This is an optimization exercise on Yosys and OpenROAD, whose aim is small area and a short achievable clock period, not a production implementation. The RTL was checked by simulation tests, not by an equivalence proof against the original design. Power figures rest on the tool's default switching activity, not on a simulated workload.

## float_copro
module float_copro
   (
    input  logic        clk,
    input  logic        copro_valid,
    input  logic        copro_accept,
    input  logic [10:0] copro_opcode,
    input  logic [31:0] copro_op0,
    input  logic [31:0] copro_op1,
    output logic        copro_complete,
    output logic [31:0] copro_result
    );
   wire mul_d    = copro_opcode[1:0] == 2'd2;
   wire addsub_d = !copro_opcode[1];
   wire sub_d    = copro_opcode[1:0] == 2'd1;
   logic        mul_r, as_r;    
   logic [3:0]  cnt;            
   logic [31:0] b_r, c_r;
   logic [15:0] one, two, neg;
   logic [15:0] one_d, two_d, neg_d;
   float_copro_enc encoder (
      .a(copro_op0), .mul(mul_d), .addsub(addsub_d), .sub(sub_d),
      .one(one_d), .two(two_d), .neg(neg_d)
   );
   logic [15:0] one_r, two_r, neg_r;
   assign one = one_r;
   assign two = two_r;
   assign neg = neg_r;
   logic [20:0] lo_d, lo_r;
   logic        cy_d, cy_r;
   logic [10:0] hs_d, hc_d, hs_r, hc_r;
   float_copro_dp datapath (
      .one(one), .two(two), .neg(neg), .b(b_r), .c(c_r),
      .lo(lo_d), .lo_cy(cy_d), .hi_s(hs_d), .hi_c(hc_d)
   );
   always_ff @(posedge clk) begin
      b_r   <= copro_op1;
      mul_r <= mul_d;
      as_r  <= addsub_d;
      one_r <= one_d;
      two_r <= two_d;
      neg_r <= neg_d;
      c_r   <= copro_op0 & {32{addsub_d}};
      lo_r  <= lo_d;
      cy_r  <= cy_d;
      hs_r  <= hs_d;
      hc_r  <= hc_d;
      if (!copro_valid || copro_accept)
         cnt <= 4'd0;
      else if (cnt != 4'd15)
         cnt <= cnt + 4'd1;
   end
   assign copro_complete = mul_r ? cnt >= 4'd2 : as_r ? cnt >= 4'd3 : cnt >= 4'd11;
  ...
clock: 14.0 ns
lec_check: 0
cap_margin: 20
core_margin: 2
core_utilization: 70
place_density: 0.8
slew_margin: 20
standard.sh (not shown) runs the stock make flow with config.mk's settings and CLKGATE_MAP_FILE= SYNTH_SCRIPT=/design/flow/synth_recipe.tcl, a recipe that flattens the netlist after the stock synthesis.
==> flow/flow/run.sh <==
#!/bin/bash
# Standard ORFS layout (the standard.sh) with these changes:
#  - after the standard synthesis, flow/fixinv.py removes the inverters that
#    Yosys's full-adder extraction leaves between adder cells (it flips the
#    polarity of adder cells, which are self-dual), and the netlist is loaded
#    from the result;
#  - ports are buffered with buf_1 cells (the standard flow picks a larger
#    delay cell); the resizer still sizes them up where timing needs it;
set -euo pipefail
MARGIN=${MARGIN:-9.0}
R=orfs/results/$FLOW_PLATFORM/float_copro/base
bash standard.sh synth > log_synth.txt 2>&1
cp $R/1_2_yosys.v $R/1_2_yosys_orig.v
python3 flow/fixinv.py $R/1_2_yosys_orig.v $R/1_2_yosys_fixinv.v > log_fixinv.txt 2>&1
python3 flow/xorbal.py $R/1_2_yosys_fixinv.v $R/1_2_yosys.v > log_xorbal.txt 2>&1
rm -f $R/1_synth.odb $R/1_synth.sdc
bash standard.sh synth > log_synth_odb.txt 2>&1
for step in floorplan place cts route finish; do
  bash standard.sh SETUP_SLACK_MARGIN=$MARGIN \
    "BUFFER_PORTS_ARGS=-buffer_cell sky130_fd_sc_hd__buf_1" $step > log_$step.txt 2>&1
done
Other scripts of this flow, unchanged in this note and not shown: flow/flow/fixinv.py, flow/flow/xorbal.py
The starting point passed the timing, DRC and antenna checks.
==> next run, changes <==
--- a/flow/config.mk
+++ b/flow/config.mk
@@ -9,4 +9,3 @@
 export CORE_MARGIN = 2
-export CORE_UTILIZATION = 70
-export PLACE_DENSITY = 0.8
+export CORE_UTILIZATION = 65
 export SLEW_MARGIN = 20
Fmax goes down by 0.94%.
Die area goes up by 7.5%.
Worst hold slack is worse by 15 ps.
Non-clock buffer count goes up by 4.
Wire length stays flat.
Sequential share of layout area hardly moves.
First-iteration DRC count goes down by 22%.
Global-route usage goes down by 2.6 points.
Critical path depth goes up by 1.
Clock-buffer cell count goes down by 2.
Setup slack is worse by 47 ps.

* * *

== v6 ==
float_copro, a different RTL version from the one above (not shown whole).
For scale: roughly 1600 cells after synthesis, ~110 I/O pins, about 0.016 mm² of cells after synthesis.
export LEC_CHECK = 0
export CAP_MARGIN = 20
export CORE_MARGIN = 2
export CORE_UTILIZATION = 65
export CTS_CLUSTER_DIAMETER = 200
export CTS_CLUSTER_SIZE = 40
export SLEW_MARGIN = 20
create_clock -name core_clock -period 14.0 [get_ports {clk}]
==> flow/flow/run.sh <==
#!/bin/bash
# Standard ORFS layout (the standard.sh) with these changes:
#  - after the standard synthesis, flow/fixinv.py removes the inverters that
#    Yosys's full-adder extraction leaves between adder cells (it flips the
#    polarity of adder cells, which are self-dual), and the netlist is loaded
#    from the result;
#  - then flow/ksadd.py replaces the gates that add the upper result bits in
#    stage 2 (from the hs_r/hc_r propagate/generate registers and cy_r) by a
#    Kogge-Stone adder (kept only if Yosys proves the two netlists
#    equivalent);
#  - then flow/faexp.py rebuilds the full adders of the last tree levels
#    (depth 3 and more) from xor2 and maj3 cells, which are faster;
#  - ports are buffered with buf_1 cells (the standard flow picks a larger
#    delay cell); the resizer still sizes them up where timing needs it;
set -euo pipefail
MARGIN=${MARGIN:-9.5}
SPLIT=21      # S of gen/gen.py: result bits below it come from lo_r
R=orfs/results/$FLOW_PLATFORM/float_copro/base
bash standard.sh synth > log_synth.txt 2>&1
cp $R/1_2_yosys.v $R/1_2_yosys_orig.v
python3 flow/fixinv.py $R/1_2_yosys_orig.v $R/1_2_yosys_fixinv.v > log_fixinv.txt 2>&1
python3 flow/xorbal.py $R/1_2_yosys_fixinv.v $R/1_2_yosys_xorbal.v > log_xorbal.txt 2>&1
python3 flow/ksadd.py $R/1_2_yosys_xorbal.v $R/1_2_yosys_ksadd.v $SPLIT > log_ksadd.txt 2>&1
# keep the Kogge-Stone netlist only if Yosys proves it equivalent to the one before
LIB=$FLOW_HOME/platforms/$FLOW_PLATFORM/lib/sky130_fd_sc_hd__tt_025C_1v80.lib
cat > eq_ksadd.ys <<EOT
read_liberty -overwrite -ignore_miss_func $LIB
read_verilog $R/1_2_yosys_xorbal.v
rename float_copro gold
read_verilog $R/1_2_yosys_ksadd.v
rename float_copro gate
flatten gold gate
opt_clean
equiv_make gold gate eq
hierarchy -top eq
equiv_simple -seq 1
equiv_status -assert
EOT
if $FLOW_HOME/../tools/install/yosys/bin/yosys -q -s eq_ksadd.ys > log_eq_ksadd.txt 2>&1; then
  cp $R/1_2_yosys_ksadd.v $R/1_2_yosys_s2.v
else
  echo "ksadd netlist not proved equivalent; using the one before" >> log_eq_ksadd.txt
  cp $R/1_2_yosys_xorbal.v $R/1_2_yosys_s2.v
fi
python3 flow/faexp.py $R/1_2_yosys_s2.v $R/1_2_yosys.v 3 > log_faexp.txt 2>&1
rm -f $R/1_synth.odb $R/1_synth.sdc
bash standard.sh synth > log_synth_odb.txt 2>&1
for step in floorplan place cts route finish; do
  bash standard.sh SETUP_SLACK_MARGIN=$MARGIN \
    "BUFFER_PORTS_ARGS=-buffer_cell sky130_fd_sc_hd__buf_1" $step > log_$step.txt 2>&1
done
Other scripts of this flow, unchanged in this note and not shown: flow/flow/faexp.py, flow/flow/fixinv.py, flow/flow/ksadd.py, flow/flow/xorbal.py
> inputs changed (v6 -> v7)
Settings: CTS_CLUSTER_SIZE removed (was 40); TNS_END_PERCENT newly set to 20; CTS_CLUSTER_DIAMETER removed (was 200).
==> comparison <==
Compared with v6, first-pass GRT wire length in v7 decreased slightly.
On worst hold margin, the lower figure sits with v7, not v6.
In the tables for v6 and v7, clock transition at the registers of the reported paths reads higher with v6.
Relative area change from synthesis to final layout on v7 is down relative to v6.
v7 vs. v6: last weighted congestion value of the routability-driven placer held steady; portion of total power attributed to the clock network held steady; multi-input combinational area share held steady.

-- separate check: timing with driven ports --
In the flow no input, the clock included, has a driving cell. The finished layouts below were timed again as built, in two steps.
Step 1 assumes that a clkbuf_16 drives the clock port and a buf_2 every other input.
Step 2 also shifts input and output timing later by t, the mid clock arrival at the registers, as if the neighbouring blocks saw the same clock.
Slacks: ideal / step 1 / step 2; pairs: ideal / step 1.
run	t (ns)	slack for setup (ns)	slew at the worst register clock pin (ns)	worst slew at a driven data input, ns	pins driven straight from the clock port
the first run of note 1	0.492	9.033 / 8.982 / 9.213	0.08 / 0.08	0.06	1
the second run of note 1	0.475	8.986 / 8.936 / 9.161	0.08 / 0.08	0.05	1
v6	0.487	9.570 / 9.519 / 9.252	0.10 / 0.10	0.04	1
v7	0.479	9.532 / 9.481 / 9.209	0.09 / 0.09	0.05	1
After both steps every run listed still meets setup and hold. The setup slack of v7, which loses most, moves by -0.051 ns with the drivers and by -0.323 ns with both steps.
